Source: an optimization exercise on an open RTL-to-GDS flow (aim: small area). Production flows keep margins and buffers that such runs may drop. Where RTL was checked, it was by simulation tests only, not by an equivalence proof against the original. No driver is modelled on the clock port, so clocking that relies on it looks cheaper here than on a real chip. Power and IR drop assume default switching activity.

v20:
==> flow/design.v <==
module top (
    input   clk,
    input   rst_n,
    output  SRCLK,
    output  RCLK,
    output  SER
);
    reg [4:0]  p;
    reg [5:0]  q;
    reg [3:0]  r0, r1, r2, r3;
    reg        x;                                  
    reg        ser_r;
    wire jump = q[5] & q[4] & q[2] & q[1] & q[0]   
              & p[3] & ~p[2] & p[1] & ~p[0];
    wire q31  = ~q[5] & q[4] & q[3] & q[2] & q[1] & q[0];
    wire wrap = (p[4] & (p[0] | q31)) | jump;      
    always @(posedge clk) begin
        if (~rst_n) begin
            p     <= 5'd1;
            q     <= 6'd22;
        end else begin
            p     <= wrap ? 5'd0 : p + 5'd1;
            if (wrap) q <= jump ? 6'd0 : q + 6'd1;
        end
    end
    wire [1:0] ph  = {p[1] ^ q[0], p[0]};          
    wire       pre = q[5] | q[4];                  
    wire       first = x & pre;
    wire       c = x;
    wire       h9  = (r0[1] & ~r0[2] & ~r0[3]);    
    wire [3:0] nxt;                               
    assign nxt[0] = (r0[2]) | (r0[0] & r0[3]);
    assign nxt[1] = (~r0[1] & ~r0[2]) | (r0[0] & r0[1] & r0[2]) | (~r0[0] & ~r0[1]);
    assign nxt[2] = (r0[0] & r0[3]) | (r0[0] & r0[1] & ~r0[2]) | (~r0[0] & ~r0[2] & ~r0[3]);
    assign nxt[3] = (r0[0] & ~r0[2] & ~r0[3]) | (~r0[0] & r0[2]);
    wire [3:0] inc = first ? 4'd12 : (c ? nxt : r0);
    wire       segbit = (~q[0] & ~q[1] & ~q[2]) | (q[0] & q[1] & ~q[2] & ~r0[2]) | (~q[2] & r0[0] & r0[3]) | (q[0] & q[1] & r0[1] & r0[3]) | (~q[0] & ~q[1] & ~r0[2] & r0[3]) | (~q[0] & ~q[2] & r0[0] & ~r0[1]) | (~q[0] & q[1] & q[2] & ~r0[0] & ~r0[3]) | (~q[1] & ~q[2] & ~r0[1] & r0[3]) | (q[0] & ~q[1] & q[2] & r0[0] & ~r0[1] & r0[2]);
    always @(posedge clk) begin
        r0 <= r1;
        r1 <= r2;
        r2 <= r3;
        r3 <= inc;
        x  <= ~rst_n | jump | (x & (pre | (h9 & (ph != 2'd3))));
    end
    always @(posedge clk)
        if (ph == q[4:3]) ser_r <= segbit;
    assign SER   = ser_r;
    assign SRCLK = ~first & ~q[5] & ~p[4] & p[3];
    assign RCLK  = ~first & (q == 6'd32) & ~p[4] & p[3];
endmodule
export LEC_CHECK = 0
export CAP_MARGIN = 20
export CORE_AREA = 10 10 90 90
export DIE_AREA = 0 0 100 100
export SLEW_MARGIN = 20
create_clock -name core_clock -period 10.0 [get_ports {clk}]
standard.sh (not shown) runs the stock make flow with config.mk's settings and CLKGATE_MAP_FILE= SYNTH_SCRIPT=/design/flow/synth_recipe.tcl, a recipe that flattens the netlist after the stock synthesis.
==> flow/flow/run.sh <==
#!/bin/bash
# Own layout flow: the standard ORFS flow (standard.sh) with these changes:
#  - synthesis maps the logic with several area-oriented ABC scripts
#    (flow/*.abc) and keeps the smallest result, without the adder
#    extraction step (registers and their names are unchanged);
#  - port buffers use the smallest buffer cell;
#  - the clock tree is one buf_12 at the registers' centroid that drives every
#    register (flow/pre_cts.tcl); clock_tree_synthesis is limited to the clock
#    port's net, which then has that single sink, so it adds nothing.
# Runs in the standard flow's work folder; each tool's output is kept in orfs/logs and
# the make output in flow_make.log.
set -euo pipefail
W=$(pwd)
F="$W/flow"
bash standard.sh \
  SYNTH_SCRIPT="$F/synth.tcl" \
  MY_ABC_SCRIPTS="$F/area.abc $F/nf_r.abc $F/nf_rp.abc $F/amap.abc $F/dch_amap.abc $F/rw_amap.abc" \
  ADDER_MAP_FILE= \
  BUFFER_PORTS_ARGS="-buffer_cell sky130_fd_sc_hd__buf_1" \
  PRE_CTS_TCL="$F/pre_cts.tcl" \
  CTS_ARGS="-sink_clustering_enable -repair_clock_nets -clk_nets clk" \
  finish 2>&1 | tee "$W/flow_make.log"
Other scripts of this flow, unchanged in this note and not shown: flow/flow/amap.abc, flow/flow/area.abc, flow/flow/dch_amap.abc, flow/flow/nf_r.abc, flow/flow/nf_rp.abc, flow/flow/pre_cts.tcl, flow/flow/rw_amap.abc, flow/flow/synth.tcl
What v23 does differently from v20 at the input level:
==> flow/design.v <==
module top (
    input   clk,
    input   rst_n,
    output  SRCLK,
    output  RCLK,
    output  SER
);
    reg [4:0]  p;
    reg [5:0]  q;
    reg [3:0]  r0, r1, r2, r3;
    reg        x;                                  
    reg        ser_r;
    wire q0s  = ~q[5] & ~q[4] & ~q[3];             
    wire jump = q0s & p[3] & p[2] & p[1] & p[0];   
    wire q63  = q[5] & q[4] & q[3] & q[2] & q[1] & q[0];
    wire wrap = p[4] & (p[0] | q63);               
    wire [5:0] e;                                  
    assign e[0] = wrap;
    assign e[1] = e[0] & q[0];
    assign e[2] = e[1] & q[1];
    assign e[3] = e[2] & q[2];
    assign e[4] = e[3] & q[3];
    assign e[5] = e[4] & q[4];
    wire start = e[5] & ~q[5];                     
    always @(posedge clk) begin
        if (~rst_n) begin
            p     <= 5'd1;
            q     <= 6'd54;
        end else begin
            p[0]  <= jump | (~wrap & ~p[0]);
            p[1]  <= ~jump & ~wrap & (p[1] ^ p[0]);
            p[2]  <= jump | (~wrap & (p[2] ^ (p[1] & p[0])));
            p[3]  <= ~jump & ~wrap & (p[3] ^ (p[2] & p[1] & p[0]));
            p[4]  <= ~jump & ~wrap & (p[4] | (p[3] & p[2] & p[1] & p[0]));
            q[0]  <= jump | (q[0] ^ e[0]);
            q[1]  <= ~jump & (q[1] ^ e[1]);
            q[2]  <= ~jump & (q[2] ^ e[2]);
            q[3]  <= jump | (q[3] ^ e[3]);
            q[4]  <= ~jump & (q[4] ^ e[4]);
            q[5]  <= ~jump & (q[5] ^ e[5]);
        end
    end
    wire [1:0] ph  = {p[1] ^ q[0], p[0]};          
    wire       pre = q[4] | ~q[5];                 
    wire       first = x & pre;
    wire       c = x;
    wire       h9  = (r0[0] & r0[3]);    
    wire [3:0] nxt;                               
    assign nxt[0] = (~r0[0]);
    assign nxt[1] = (r0[0] & ~r0[1] & ~r0[3]) | (~r0[0] & r0[1]);
    assign nxt[2] = (r0[0] & r0[1] & ~r0[2]) | (~r0[1] & r0[2]) | (~r0[0] & r0[2]);
    assign nxt[3] = (~r0[0] & r0[3]) | (r0[0] & r0[1] & r0[2]);
    wire [3:0] inc = first ? 4'd0 : (c ? nxt : r0);
    wire       segbit = (~q[1] & ~q[2] & ~r0[1] & ~r0[2] & ~r0[3]) | (~q[0] & ~q[1] & r0[0] & ~r0[1] & ~r0[2] & ~r0[3]) | (q[0] & q[1] & r0[0] & ~r0[1] & ~r0[2] & ~r0[3]) | (~q[0] & ~q[2] & r0[1] & ~r0[2]) | (q[0] & ~q[1] & q[2] & ~r0[0] & r0[1] & ~r0[2]) | (~q[0] & ~q[1] & ~r0[0] & ~r0[1] & r0[2]) | (~q[0] & ~q[1] & ~q[2]) | (q[0] & q[1] & ~r0[0] & ~r0[1] & r0[2]) | (q[0] & q[1] & ~q[2] & r0[0]) | (~q[0] & q[1] & q[2] & r0[0] & ~r0[1] & r0[2]) | (~q[0] & q[1] & q[2] & ~r0[0] & r0[1] & r0[2]) | (~q[2] & r0[0] & r0[1] & r0[2]) | (~q[0] & ~q[1] & r0[0] & r0[1] & r0[2]) | (q[1] & ~q[2] & r0[0] & ~r0[2] & ~r0[3]);
    always @(posedge clk) begin
        r0 <= r1;
        r1 <= r2;
        r2 <= r3;
        r3 <= inc;
        x  <= ~rst_n | start | (x & (pre | (h9 & ~(p[1] & p[0]))));   
    end
    always @(posedge clk)
        if (ph == q[4:3]) ser_r <= segbit;
    assign SER   = ser_r;
    assign SRCLK = ~first & q[5] & ~p[4] & p[3];
    assign RCLK  = ~x & q0s & ~p[4] & p[3];
endmodule
### Flow results
Delta(pre-CTS setup slack, v23 - v20) > 0
Between v23 and v20, the difference in synthesis-to-layout area growth is negligible.
On worst hold margin, v23 and v20 are neck and neck.
Relative to v20, area after synthesis has increased by 0.98% in v23.
Uppermost layer routed: met3 -> v20, met4 -> v23
On number of cells produced by synthesis: between v23 and v20, it ends up lower for v20.
v23 against v20; combinational logic power is up by a few percent.
In the tables for v23 and v20, part of the power in the clock network reads lower with v20.
From v20 to v23 the numbers moved as follows: post-layout total power shows no meaningful change; sequential share of layout area saw a decrease; worst reg2reg path depth shows an increase of 5.
v20 -> v23: final area increased slightly
Taking v23 as 1.0, v20 lands at 0.948 on top achievable clock speed.
The RTL of v23 was laid out without a check of its function.

* * *

## v6
Another version of the RTL of top (not shown whole).
For scale: about 29 flip-flops, ~0.0010 sq mm of cells after synthesis.
==> module top, before the edit <==
module top #(
    parameter   input_clk_freq  = 100_000_000,       
    parameter   output_clk_freq = 100_000,           
    parameter   en_on_count     = 100,               
    parameter   en_off_count    = 150,               
    parameter   hc595_setup     = 8,                 
    parameter   hc595_pulse     = 8                  
)(
    input   clk,
    input   rst_n,
    output  SRCLK,
    output  RCLK,
    output  SER
);
    reg [4:0]  p;
    reg [5:0]  q;
    reg [3:0]  r0, r1, r2, r3;
    reg        x;                                  
    reg        ser_r;
    wire jump = q[5] & q[4] & q[2] & q[1] & q[0]   
              & p[3] & ~p[2] & ~p[1] & p[0];
    wire wrap = (p[4] & p[0]) | jump;              
    always @(posedge clk) begin
        if (~rst_n) begin
            p     <= 5'd1;
            q     <= 6'd22;
        end else begin
            p[0]  <= ~wrap & ~p[0];
            p[1]  <= ~wrap & (p[1] ^ p[0]);
            p[2]  <= ~wrap & (p[2] ^ (p[1] & p[0]));
            p[3]  <= ~wrap & (p[3] ^ (p[2] & p[1] & p[0]));
            p[4]  <= ~wrap & (p[4] | (p[3] & p[2] & p[1] & p[0]));
            q[0]  <= ~jump & (q[0] ^ wrap);
            q[1]  <= ~jump & (q[1] ^ (wrap & q[0]));
            q[2]  <= ~jump & (q[2] ^ (wrap & q[1] & q[0]));
            q[3]  <= ~jump & (q[3] ^ (wrap & q[2] & q[1] & q[0]));
            q[4]  <= ~jump & (q[4] ^ (wrap & q[3] & q[2] & q[1] & q[0]));
            q[5]  <= ~jump & (q[5] | (wrap & q[4] & q[3] & q[2] & q[1] & q[0]));
        end
    end
    wire [1:0] ph  = {p[1] ^ q[0], p[0]};          
    wire       pre = q[5] | q[4];                  
    wire       first = x & pre;
    wire       c = x;
    wire       h9  = (r0[1] & ~r0[2] & ~r0[3]);    
    wire [3:0] nxt;                               
    assign nxt[0] = (r0[2]) | (r0[0] & r0[3]);
    assign nxt[1] = (~r0[1] & ~r0[2]) | (r0[0] & r0[1] & r0[2]) | (~r0[0] & ~r0[1]);
    assign nxt[2] = (r0[0] & r0[3]) | (r0[0] & r0[1] & ~r0[2]) | (~r0[0] & ~r0[2] & ~r0[3]);
    assign nxt[3] = (r0[0] & ~r0[2] & ~r0[3]) | (~r0[0] & r0[2]);
    wire [3:0] inc = first ? 4'd12 : (c ? nxt : r0);
    wire       segbit = (~q[0] & ~q[1] & ~q[2]) | (q[0] & q[1] & ~q[2] & ~r0[2]) | (~q[2] & r0[0] & r0[3]) | (q[0] & q[1] & r0[1] & r0[3]) | (~q[0] & ~q[1] & ~r0[2] & r0[3]) | (~q[0] & ~q[2] & r0[0] & ~r0[1]) | (~q[0] & q[1] & q[2] & ~r0[0] & ~r0[3]) | (~q[1] & ~q[2] & ~r0[1] & r0[3]) | (q[0] & ~q[1] & q[2] & r0[0] & ~r0[1] & r0[2]);
    always @(posedge clk) begin
        r0 <= r1;
        r1 <= r2;
        r2 <= r3;
        r3 <= inc;
        x  <= ~rst_n | jump | (x & (pre | (h9 & ~(p[1] & p[0]))));   
    end
    always @(posedge clk)
        if (ph == q[4:3]) ser_r <= segbit;
    assign SER   = ser_r;
    assign SRCLK = ~(x & q[4]) & ~q[5] & ~p[4] & p[3];
    assign RCLK  = ~x & (q == 6'd32) & ~p[4] & (p[3] ^ (p[2] & p[1] & p[0]));
endmodule
export LEC_CHECK = 0
export CAP_MARGIN = 20
export CORE_AREA = 10 10 90 90
export DIE_AREA = 0 0 100 100
export SLEW_MARGIN = 20
create_clock -name core_clock -period 10.0 [get_ports {clk}]
==> flow/flow/run.sh <==
#!/bin/bash
# Own layout flow: the standard ORFS flow (standard.sh) with these changes:
#  - synthesis maps the logic with several area-oriented ABC scripts
#    (flow/abc_scripts.txt) and keeps the smallest result, without the adder
#    extraction step (registers and their names are unchanged);
#  - port buffers use the smallest buffer cell;
#  - the clock tree is one buf_12 at the registers' centroid that drives every
#    register (flow/pre_cts.tcl); clock_tree_synthesis is limited to the clock
#    port's net, which then has that single sink, so it adds nothing.
# Runs in the standard flow's work folder; each tool's output is kept in orfs/logs and
# the make output in flow_make.log.
set -euo pipefail
W=$(pwd)
F="$W/flow"
bash standard.sh \
  SYNTH_SCRIPT="$F/synth.tcl" \
  MY_ABC_SCRIPTS="$F/abc_scripts.txt" \
  ADDER_MAP_FILE= \
  BUFFER_PORTS_ARGS="-buffer_cell sky130_fd_sc_hd__buf_1" \
  PRE_CTS_TCL="$F/pre_cts.tcl" \
  CTS_ARGS="-sink_clustering_enable -repair_clock_nets -clk_nets clk" \
  finish 2>&1 | tee "$W/flow_make.log"
Other scripts of this flow, unchanged in this note and not shown: flow/flow/abc_scripts.txt, flow/flow/pre_cts.tcl, flow/flow/synth.tcl
Here is what was changed in the inputs of v7 compared with v6.
-- flow/design.v --
<<< v6, line 1
module top #(
    parameter   input_clk_freq  = 100_000_000,       
    parameter   output_clk_freq = 100_000,           
    parameter   en_on_count     = 100,               
    parameter   en_off_count    = 150,               
    parameter   hc595_setup     = 8,                 
    parameter   hc595_pulse     = 8                  
)(
    input   clk,
    input   rst_n,
>>> v7, line 1
module top (
    input   clk,
    input   rst_n,
<<< v6, line 19
    reg        ser_r;
    wire jump = q[5] & q[4] & q[2] & q[1] & q[0]   
              & p[3] & ~p[2] & ~p[1] & p[0];
    wire wrap = (p[4] & p[0]) | jump;              
    always @(posedge clk) begin
        if (~rst_n) begin
>>> v7, line 12
    reg        ser_r;
    wire jump = q[5] & q[4] & q[2] & q[1] & q[0]   
              & p[3] & ~p[2] & p[1] & ~p[0];
    wire q31  = q[4] & q[3] & q[2] & q[1] & q[0];
    wire wrap = (p[4] & (p[0] | q31)) | jump;      
    always @(posedge clk) begin
        if (~rst_n) begin
<<< v6, line 61
        if (ph == q[4:3]) ser_r <= segbit;
    assign SER   = ser_r;
    assign SRCLK = ~(x & q[4]) & ~q[5] & ~p[4] & p[3];
    assign RCLK  = ~x & (q == 6'd32) & ~p[4] & (p[3] ^ (p[2] & p[1] & p[0]));
endmodule
>>> v7, line 55
        if (ph == q[4:3]) ser_r <= segbit;
    assign SER   = ser_r;
    assign SRCLK = ~first & ~q[5] & ~p[4] & p[3];
    assign RCLK  = ~first & (q == 6'd32) & ~p[4] & p[3];
endmodule
### Flow results
Net switching fraction of the power on v7 is up relative to v6. Peak supply drop in v7 is about 16% lower than in v6. The area growth from synthesis to layout on v6 is in line with that on v7. [compare] base=v6 new=v7: number of instances in the synthesized netlist comparable; global-route usage about even. Taking v6 as the reference, in v7 wire length on met2 went up by 3.0%, first-iteration DRC count went up by 2. On final design area excluding fillers: v7 sits above v6.

==> afterwards: timing with drivers on the ports <==
The results above use ideal ports. As a check the final layouts listed here were re-extracted and re-timed, cells and wires unchanged. Step 1 assumes that a clkbuf_16 drives the clock port and a buf_2 every other input. Step 2 adds t to the input delays and takes it off the output delays; t is the mean of the earliest and latest rising clock arrival at the registers after step 1. Input paths then give back, and output paths get back, about the clock's delay inside the block. Slacks: ideal / step 1 / step 2; pairs: ideal / step 1.
run | shift t [ns] | slack for setup (ns) | worst hold slack (ns) | clock arrival spread, ns
v20 | 0.160 | 6.596 / 6.569 / 6.728 | 0.336 / 0.336 / 0.336 | 0.003 / 0.003
v23 | 0.166 | 6.774 / 6.744 / 6.910 | 0.337 / 0.337 / 0.337 | 0.004 / 0.004
v6 | 0.163 | 6.739 / 6.709 / 6.872 | 0.336 / 0.336 / 0.336 | 0.003 / 0.002
v7 | 0.164 | 6.717 / 6.686 / 6.850 | 0.335 / 0.335 / 0.335 | 0.005 / 0.006
After both steps every run listed still meets setup and hold.
